Background: an optimization exercise with open tools, aiming at small area, a short achievable clock period and few clock cycles per item. Do not read the settings as production practice. The RTL was checked by simulation tests, not by an equivalence proof against the original design.

## north
Design coll_det, start of the top module:
module coll_det(x1, y1, x2, y2, vx1, vy1, vx2, vy2, r2, trial, clock, reset, in_rdy, out_rdy);
input [15:0] x1, y1, x2, y2, vx1, vy1, vx2, vy2;
input [31:0] r2;
output reg trial;
input clock, reset, in_rdy;
output reg out_rdy;
wire [16:0] a = {x1[15], x1} - {x2[15], x2};
wire [16:0] b = {y1[15], y1} - {y2[15], y2};
wire [16:0] c = {vx1[15], vx1} - {vx2[15], vx2};
wire [16:0] d = {vy1[15], vy1} - {vy2[15], vy2};
wire sq1 = a[0] & a[1];
wire sq2 = a[0] & a[2];
wire sq3 = a[0] & a[3];
wire sq4 = a[0] & a[4];
wire sq5 = a[0] & a[5];
wire sq6 = a[0] & a[6];
wire sq7 = a[0] & a[7];
wire sq8 = a[0] & a[8];
wire sq9 = a[0] & a[9];
wire sq10 = a[0] & a[10];
wire sq11 = a[0] & a[11];
wire sq12 = a[0] & a[12];
wire sq13 = a[0] & a[13];
wire sq14 = a[0] & a[14];
wire sq15 = a[0] & a[15];
wire sq16 = a[1] & a[2];
wire sq17 = a[1] & a[3];
wire sq18 = a[1] & a[4];
wire sq19 = a[1] & a[5];
wire sq20 = a[1] & a[6];
wire sq21 = a[1] & a[7];
wire sq22 = a[1] & a[8];
wire sq23 = a[1] & a[9];
wire sq24 = a[1] & a[10];
wire sq25 = a[1] & a[11];
wire sq26 = a[1] & a[12];
wire sq27 = a[1] & a[13];
wire sq28 = a[1] & a[14];
wire sq29 = a[1] & a[15];
wire sq30 = a[2] & a[3];
wire sq31 = a[2] & a[4];
wire sq32 = a[2] & a[5];
wire sq33 = a[2] & a[6];
wire sq34 = a[2] & a[7];
wire sq35 = a[2] & a[8];
wire sq36 = a[2] & a[9];
wire sq37 = a[2] & a[10];
wire sq38 = a[2] & a[11];
wire sq39 = a[2] & a[12];
wire sq40 = a[2] & a[13];
wire sq41 = a[2] & a[14];
wire sq42 = a[2] & a[15];
wire sq43 = a[3] & a[4];
wire sq44 = a[3] & a[5];
wire sq45 = a[3] & a[6];
wire sq46 = a[3] & a[7];
wire sq47 = a[3] & a[8];
wire sq48 = a[3] & a[9];
wire sq49 = a[3] & a[10];
wire sq50 = a[3] & a[11];
wire sq51 = a[3] & a[12];
wire sq52 = a[3] & a[13];
wire sq53 = a[3] & a[14];
wire sq54 = a[3] & a[15];
wire sq55 = a[4] & a[5];
wire sq56 = a[4] & a[6];
wire sq57 = a[4] & a[7];
wire sq58 = a[4] & a[8];
wire sq59 = a[4] & a[9];
wire sq60 = a[4] & a[10];
wire sq61 = a[4] & a[11];
wire sq62 = a[4] & a[12];
wire sq63 = a[4] & a[13];
wire sq64 = a[4] & a[14];
wire sq65 = a[4] & a[15];
wire sq66 = a[5] & a[6];
wire sq67 = a[5] & a[7];
wire sq68 = a[5] & a[8];
wire sq69 = a[5] & a[9];
wire sq70 = a[5] & a[10];
wire sq71 = a[5] & a[11];
wire sq72 = a[5] & a[12];
wire sq73 = a[5] & a[13];
wire sq74 = a[5] & a[14];
wire sq75 = a[5] & a[15];
  ...
For scale: roughly 11000 cells after synthesis, roughly 2 flip-flops, about 170 I/O pins, roughly 92000 um^2 of cells after synthesis.
export LEC_CHECK = 0
export ABC_AREA = 1
export CAP_MARGIN = 20
export CORE_MARGIN = 2
export CORE_UTILIZATION = 40
export SLEW_MARGIN = 20
create_clock -name core_clock -period 45.0 [get_ports {clock}]
standard.sh (not shown) runs the stock make flow with config.mk's settings and CLKGATE_MAP_FILE= SYNTH_SCRIPT=/design/flow/synth_recipe.tcl, a recipe that flattens the netlist after the stock synthesis.
==> flow/flow/run.sh <==
#!/bin/bash
# Standard layout, except that synthesis skips the quick ABC pass inside
# Yosys's "synth -run fine:" (-noabc), so that extract_fa sees the full-adder
# logic as written and maps it to sky130 full adders without inverters
# between them. Everything else is the standard flow (standard.sh).
set -euo pipefail
cd "$(dirname "$0")/.."
sed 's/yosys synth -nofsm -noshare {\*}\$args/yosys synth -nofsm -noshare -noabc {*}$args/' \
  synth_recipe.tcl > flow_synth.tcl
grep -q -- '-noabc' flow_synth.tcl
sed 's#synth_recipe\.tcl#flow_synth.tcl#g' standard.sh > flow_standard.sh
grep -q 'flow_synth.tcl' flow_standard.sh
bash flow_standard.sh SETUP_SLACK_MARGIN=24 finish > flow_make.log 2>&1
Testbench counts of north, summed over its fixed seeds: cycles 960, items 960.
Relative to north, the following input files were edited for south:
--- a/flow/flow/run.sh
+++ b/flow/flow/run.sh
@@ -13 +13 @@
-bash flow_standard.sh SETUP_SLACK_MARGIN=24 finish > flow_make.log 2>&1
+bash flow_standard.sh > flow_make.log 2>&1
- Delta (south minus north): routed length on met2 dropped 7600 um; post-CTS setup buffer count shows a reduction of 74; number of H-tree levels closely matched the old numbers; number of placed cells counting well taps has remained practically unchanged.
- Sort south and north by final instance area, descending, and north comes first.
- Compare south and north | mean routed wirelength per cell lower: south
- The buffer share of cell area reported for south is smaller than that of north by 2.5 points.
- In south the worst hold margin turned out 16 ps higher than in north.
- For buffer count excluding the clock tree in the final layout, dividing the value from north by the value from south gives 1.3.

---

== run A ==
coll_det again, from the RTL that the note above started with.
==> flow/design.v (excerpt) <==
module coll_det(x1, y1, x2, y2, vx1, vy1, vx2, vy2, r2, trial, clock, reset, in_rdy, out_rdy);
clock: 45.0 ns
lec_check: 0
abc_area: 1
cap_margin: 20
core_margin: 2
core_utilization: 40
slew_margin: 20
==> flow/flow/run.sh <==
#!/bin/bash
# Standard layout, except that synthesis skips the quick ABC pass inside
# Yosys's "synth -run fine:" (-noabc), so that extract_fa sees the full-adder
# logic as written and maps it to sky130 full adders without inverters
# between them. Everything else is the standard flow (standard.sh).
set -euo pipefail
cd "$(dirname "$0")/.."
sed 's/yosys synth -nofsm -noshare {\*}\$args/yosys synth -nofsm -noshare -noabc {*}$args/' \
  synth_recipe.tcl > flow_synth.tcl
grep -q -- '-noabc' flow_synth.tcl
sed 's#synth_recipe\.tcl#flow_synth.tcl#g' standard.sh > flow_standard.sh
grep -q 'flow_synth.tcl' flow_standard.sh
bash flow_standard.sh SETUP_SLACK_MARGIN=20 finish > flow_make.log 2>&1
Testbench counts of run A, summed over its fixed seeds: cycles 960, items 960.
Here is what was changed in the inputs of run B compared with run A.
==> flow/flow/run.sh <==
#!/bin/bash
set -euo pipefail
cd "$(dirname "$0")/.."
sed 's/yosys synth -nofsm -noshare {\*}\$args/yosys synth -nofsm -noshare -noabc {*}$args/' \
  synth_recipe.tcl > flow_synth.tcl
grep -q -- '-noabc' flow_synth.tcl
sed 's#synth_recipe\.tcl#flow_synth.tcl#g' standard.sh > flow_standard.sh
grep -q 'flow_synth.tcl' flow_standard.sh
bash flow_standard.sh SETUP_SLACK_MARGIN=24 finish > flow_make.log 2>&1
Findings:
In summary, run A completed successfully, with a layout that passed the timing, DRC and antenna checks. Per the final summary, run B finished and its layout is clean on timing, DRC and antenna. The transition time of the tightest slew-check pin number comes out higher for run A vs run B. Relative to run A, worst setup slack increased by 0.77 ns in run B. Changes observed in run B relative to run A: tap cell instance count did not really move; share of the clock period used by the worst path went down; wire length went up. Cell area | run B vs run A | run B larger. [compare] base=run A new=run B: non-clock buffer count higher; worst-path maximum fanout has increased.
Input changes introduced in run C (baseline for comparison: run B):
==> flow/flow/run.sh <==
#!/bin/bash
# Standard layout, except that synthesis skips the quick ABC pass inside
# Yosys's "synth -run fine:" (-noabc), so that extract_fa sees the full-adder
# logic as written and maps it to sky130 full adders without inverters
# between them. Everything else is the standard flow (standard.sh).
set -euo pipefail
cd "$(dirname "$0")/.."
sed 's/yosys synth -nofsm -noshare {\*}\$args/yosys synth -nofsm -noshare -noabc {*}$args/' \
  synth_recipe.tcl > flow_synth.tcl
grep -q -- '-noabc' flow_synth.tcl
sed 's#synth_recipe\.tcl#flow_synth.tcl#g' standard.sh > flow_standard.sh
grep -q 'flow_synth.tcl' flow_standard.sh
bash flow_standard.sh SETUP_SLACK_MARGIN=30 finish > flow_make.log 2>&1
On total of max-cap violations, run B tracks run C almost exactly.
From run B to run C, depth of the worst hold-timing path did not move at all.
[compare] base=run B new=run C: worst setup slack shows no meaningful change, final cell utilization of the core shows no meaningful change.
[inputs] run D vs run C
==> flow/flow/run.sh <==
#!/bin/bash
set -euo pipefail
cd "$(dirname "$0")/.."
sed 's/yosys synth -nofsm -noshare {\*}\$args/yosys synth -nofsm -noshare -noabc {*}$args/' \
  synth_recipe.tcl > flow_synth.tcl
grep -q -- '-noabc' flow_synth.tcl
sed 's#synth_recipe\.tcl#flow_synth.tcl#g' standard.sh > flow_standard.sh
grep -q 'flow_synth.tcl' flow_standard.sh
bash flow_standard.sh SETUP_SLACK_MARGIN=24 'BUFFER_PORTS_ARGS=-buffer_cell sky130_fd_sc_hd__buf_2' finish > flow_make.log 2>&1
==> results.txt <==
Status: instance count after placement with tap cells included parity (run D, run C)
Run D ended with less final critical-path setup slack than run C.
Final cell area: run D below run C
Delta(fraction of the cycle the final worst path needs, run D - run C) > 0
A standard cell with the maximum stage delay on the critical path of clkinv_1 is what run C shows, while fa_1 belongs to run D.
NOTE number of global-route vias before repair run C->run D decreased slightly
Comparing run C and run D, the higher delay of the slowest cell on the worst path is on run C.
Critical path depth was higher in the run labelled run D.
[run D] count of instances resized after the clock tree is built fell 242 relative to run C
Modified inputs, run E compared to run D
==> flow/run.sh (new file) <==
#!/bin/bash
# synth_recipe.tcl (not shown) runs the flow's synth.tcl, then flattens the netlist and writes it again
# the make line also repeats each setting of config.mk as NAME=value (left out here)
make -C /OpenROAD-flow-scripts/flow DESIGN_CONFIG=/design/flow/config.mk WORK_HOME=/design/flow/orfs CLKGATE_MAP_FILE= SYNTH_SCRIPT=/design/flow/synth_recipe.tcl finish
removed: flow/flow/run.sh
removed: flow/standard.sh
Findings:
- Compared with run D, run E shows area inside the core boundary that has gone up by a few percent.
- Run E — fraction of area in multi-input gates 6.3 points lower, run D as reference
- Run E ended up with a higher final-layout fill cell count than run D did.
- Run E leaves less setup margin than run D.
- Changes observed in run E relative to run D: total routing resource utilization after global routing decreased 2.6 points; placed cell area has increased.

-- afterwards: timing with drivers on the ports --
The flow's constraints put no driver on any port. The routed layouts listed below were extracted and timed again, unchanged, in two steps.
Step 1: set_driving_cell puts a clkbuf_16 on clock and a buf_2 on each other input, an assumption about the parent block.
Step 2 moves the port delays by t, midway between the first and last clock arrival at a register: inputs arrive t later, outputs are due t later. That takes back most of the time a late clock gives input paths.
Slacks: ideal ports / drivers / drivers and shift; pairs: ideal ports / drivers.
| run | t (ns) | slack for setup (ns) | slew at the worst register clock pin (ns) | pins driven straight from the clock port |
|---|---|---|---|---|
| north | 0.253 | 21.152 / 21.157 / 20.904 | 0.03 / 0.03 | 1 |
| south | 0.253 | 18.637 / 18.643 / 18.390 | 0.03 / 0.03 | 1 |
| run A | 0.252 | 20.384 / 20.382 / 20.130 | 0.03 / 0.03 | 1 |
| run B | 0.253 | 21.152 / 21.157 / 20.904 | 0.03 / 0.03 | 1 |
| run C | 0.253 | 21.152 / 21.157 / 20.904 | 0.03 / 0.03 | 1 |
| run D | 0.253 | 20.966 / 20.964 / 20.712 | 0.03 / 0.03 | 1 |
| run E | 0.276 | 18.321 / 18.335 / 18.060 | 0.04 / 0.04 | 1 |
After both steps every run listed still meets setup and hold. The setup slack of run E, which loses most, moves by +0.014 ns with the drivers and by -0.261 ns with both steps.
